Source: an optimization exercise on an open RTL-to-GDS flow (aim: small area). Production flows keep margins and buffers that such runs may drop. In this exercise RTL edits were held to simulation tests only and were not proved equivalent to the original. Power is estimated from default activity; no workload was simulated.

// vga_test
module vga_test(
    input clk,
    input rst,
    input btn_right, btn_left, btn_up, btn_down,
    input btn_fire,
    input buzz_sw,
    output [3:0] vga_r, vga_g, vga_b,
    output hsync, vsync,
    output buzz
);
  function [15:0] addc;             
    input [15:0] a, b; input cin;
    integer i; reg c;
    begin
      c = cin;
      for (i = 0; i < 16; i = i + 1) begin
        addc[i] = a[i] ^ b[i] ^ c;
        c = (a[i] & b[i]) | (a[i] & c) | (b[i] & c);
      end
    end
  endfunction
  function [15:0] sub16; input [15:0] a, b; sub16 = addc(a, ~b, 1'b1); endfunction
  function [15:0] inc16; input [15:0] a; inc16 = addc(a, 16'd0, 1'b1); endfunction
  function [15:0] dec16; input [15:0] a; dec16 = addc(a, 16'hffff, 1'b0); endfunction
  function ge16;                    
    input [15:0] a, b;
    integer i; reg c;
    begin
      c = 1'b1;
      for (i = 0; i < 16; i = i + 1) c = (a[i] & ~b[i]) | (a[i] & c) | (~b[i] & c);
      ge16 = c;
    end
  endfunction
  function [8:0] updn9;             
    input [8:0] a; input up;
    integer i; reg c;
    begin
      c = 1'b1;
      for (i = 0; i < 9; i = i + 1) begin
        updn9[i] = a[i] ^ c;
        c = c & ~(a[i] ^ up);
      end
    end
  endfunction
  function [8:0] inc9; input [8:0] a; reg [15:0] t; begin t = inc16({7'd0, a}); inc9 = t[8:0]; end endfunction
  function [2:0] rom_user;
    input [4:0] r;
    input [4:0] c;
    begin
      case ({r, c})
        10'd133: rom_user = 3'd7;
        10'd134: rom_user = 3'd7;
        10'd135: rom_user = 3'd7;
        10'd167: rom_user = 3'd7;
        10'd168: rom_user = 3'd7;
        10'd169: rom_user = 3'd7;
        10'd202: rom_user = 3'd7;
        10'd203: rom_user = 3'd7;
        10'd228: rom_user = 3'd7;
        10'd229: rom_user = 3'd7;
        10'd230: rom_user = 3'd7;
        10'd231: rom_user = 3'd7;
        10'd234: rom_user = 3'd7;
        10'd235: rom_user = 3'd7;
        10'd260: rom_user = 3'd7;
        10'd261: rom_user = 3'd7;
        10'd262: rom_user = 3'd7;
        10'd263: rom_user = 3'd7;
        10'd266: rom_user = 3'd7;
        10'd267: rom_user = 3'd7;
        10'd298: rom_user = 3'd7;
        10'd299: rom_user = 3'd7;
        10'd304: rom_user = 3'd7;
        10'd327: rom_user = 3'd7;
        10'd328: rom_user = 3'd7;
  ...
Settings: LEC_CHECK=0, ABC_AREA=1, CAP_MARGIN=20, CORE_MARGIN=2, CORE_UTILIZATION=55, CTS_BUF_LIST=sky130_fd_sc_hd__clkbuf_4 sky130_fd_sc_hd__clkbuf_8 sky130_fd_sc_hd__clkbuf_16, CTS_CLUSTER_DIAMETER=120, CTS_CLUSTER_SIZE=20, GPL_TIMING_DRIVEN=0, PLACE_DENSITY=0.65, SLEW_MARGIN=20, SYNTH_MEMORY_MAX_BITS=32768; clock period 12.5 ns.
run.sh (not shown) runs the stock make flow with config.mk's settings and CLKGATE_MAP_FILE= SYNTH_SCRIPT=/design/flow/synth_recipe.tcl, a recipe that flattens the netlist after the stock synthesis.
The baseline finished with timing, DRC and antenna clean.
==> next run, changes <==
--- a/flow/config.mk
+++ b/flow/config.mk
@@ -12,3 +12,3 @@
-export CTS_BUF_LIST = sky130_fd_sc_hd__clkbuf_4 sky130_fd_sc_hd__clkbuf_8 sky130_fd_sc_hd__clkbuf_16
-export CTS_CLUSTER_DIAMETER = 120
-export CTS_CLUSTER_SIZE = 20
+export CTS_BUF_LIST = sky130_fd_sc_hd__clkbuf_8
+export CTS_CLUSTER_DIAMETER = 100
+export CTS_CLUSTER_SIZE = 14
=> Fmax drops by about 0.4%. Cell area drops by 0.77%. Synthesized area is unchanged. Wire length hardly moves. Setup slack gets worse by 47 ps. Power drops by 5.0%. Count of clock-buffer cells in the layout climbs by 1. Sequential power stays flat. Die area does not change.
==> next run, changes <==
--- a/flow/config.mk
+++ b/flow/config.mk
@@ -13,2 +13,2 @@
-export CTS_CLUSTER_DIAMETER = 100
-export CTS_CLUSTER_SIZE = 14
+export CTS_CLUSTER_DIAMETER = 120
+export CTS_CLUSTER_SIZE = 12
- wire length barely changes
- register-to-register slack gets better by 100 ps
- maximum frequency drops by about 1.1%
- worst setup slack loses 130 ps
- utilization climbs by 0.24 points
- total power rose by 2.6%
- design area goes up by 0.41%
- sequential power stays flat
- critical path depth does not change
- clock skew went up by 28 ps
- non-clock buffer count does not change


Another version of the RTL of vga_test (not shown whole).
For scale: about 5700 cells after synthesis, about 760 flip-flops.
Settings: LEC_CHECK=0, ABC_AREA=1, CAP_MARGIN=20, CORE_MARGIN=2, CORE_UTILIZATION=55, CTS_BUF_LIST=sky130_fd_sc_hd__clkbuf_4, GPL_TIMING_DRIVEN=0, PLACE_DENSITY=0.65, SLEW_MARGIN=20, SYNTH_MEMORY_MAX_BITS=32768; clock period 12.5 ns.
The first run finished clean.
Edit:
--- a/flow/config.mk
+++ b/flow/config.mk
@@ -11,4 +11,2 @@
-export CORE_UTILIZATION = 55
-export CTS_BUF_LIST = sky130_fd_sc_hd__clkbuf_4
-export GPL_TIMING_DRIVEN = 0
-export PLACE_DENSITY = 0.65
+export CORE_UTILIZATION = 30
+export PLACE_DENSITY = 0.4
Outcome: The new run passed the timing, design-rule and antenna checks; via count came out lower by 6.0%; cell count increases by 8.5%; wire length is higher by 9.3%.
Edit:
--- a/flow/config.mk
+++ b/flow/config.mk
@@ -11,2 +11,6 @@
-export CORE_UTILIZATION = 30
-export PLACE_DENSITY = 0.4
+export CORE_UTILIZATION = 55
+export CTS_BUF_LIST = sky130_fd_sc_hd__clkbuf_8
+export CTS_CLUSTER_DIAMETER = 120
+export CTS_CLUSTER_SIZE = 12
+export GPL_TIMING_DRIVEN = 0
+export PLACE_DENSITY = 0.65
Effect: Wire length fell by about 9%; utilization rose by 25 points; clock skew rose by 0.028 ns; worst setup slack hardly moves; cell area fell by about 5.5%; die area fell by about 45%; flip-flop and latch count stays the same.

==> static timing again, ports no longer ideal <==
Ports are ideal in the flow. The routed layouts listed here were re-timed in OpenROAD.
Step 1: set_driving_cell puts a clkbuf_16 on clk and a buf_2 on each other input, an assumption about the parent block.
Step 2 times the ports against the registers' clock, not the clock port: input delays grow and output delays shrink by t, the midpoint of the rising clock arrivals with the driver on.
Three values: ideal ports, drivers, drivers and shift; two values: the first two.
| run | t, ns | setup slack, ns | latest minus earliest clock arrival (ns) |
|---|---|---|---|
| the first run of note 1 | 0.717 | 0.893 / 0.819 / 1.536 | 0.046 / 0.046 |
| the second run of note 1 | 0.842 | 0.846 / 0.777 / 1.619 | 0.083 / 0.084 |
| the third run of note 1 | 0.845 | 0.715 / 0.645 / 1.490 | 0.091 / 0.091 |
| the first run of note 2 | 1.234 | 0.881 / 0.807 / 2.041 | 0.130 / 0.129 |
| the second run of note 2 | 0.768 | 1.333 / 1.256 / 2.024 | 0.046 / 0.046 |
| the third run of note 2 | 0.799 | 1.335 / 1.268 / 2.067 | 0.086 / 0.086 |
After both steps setup and hold are still met in every run listed.
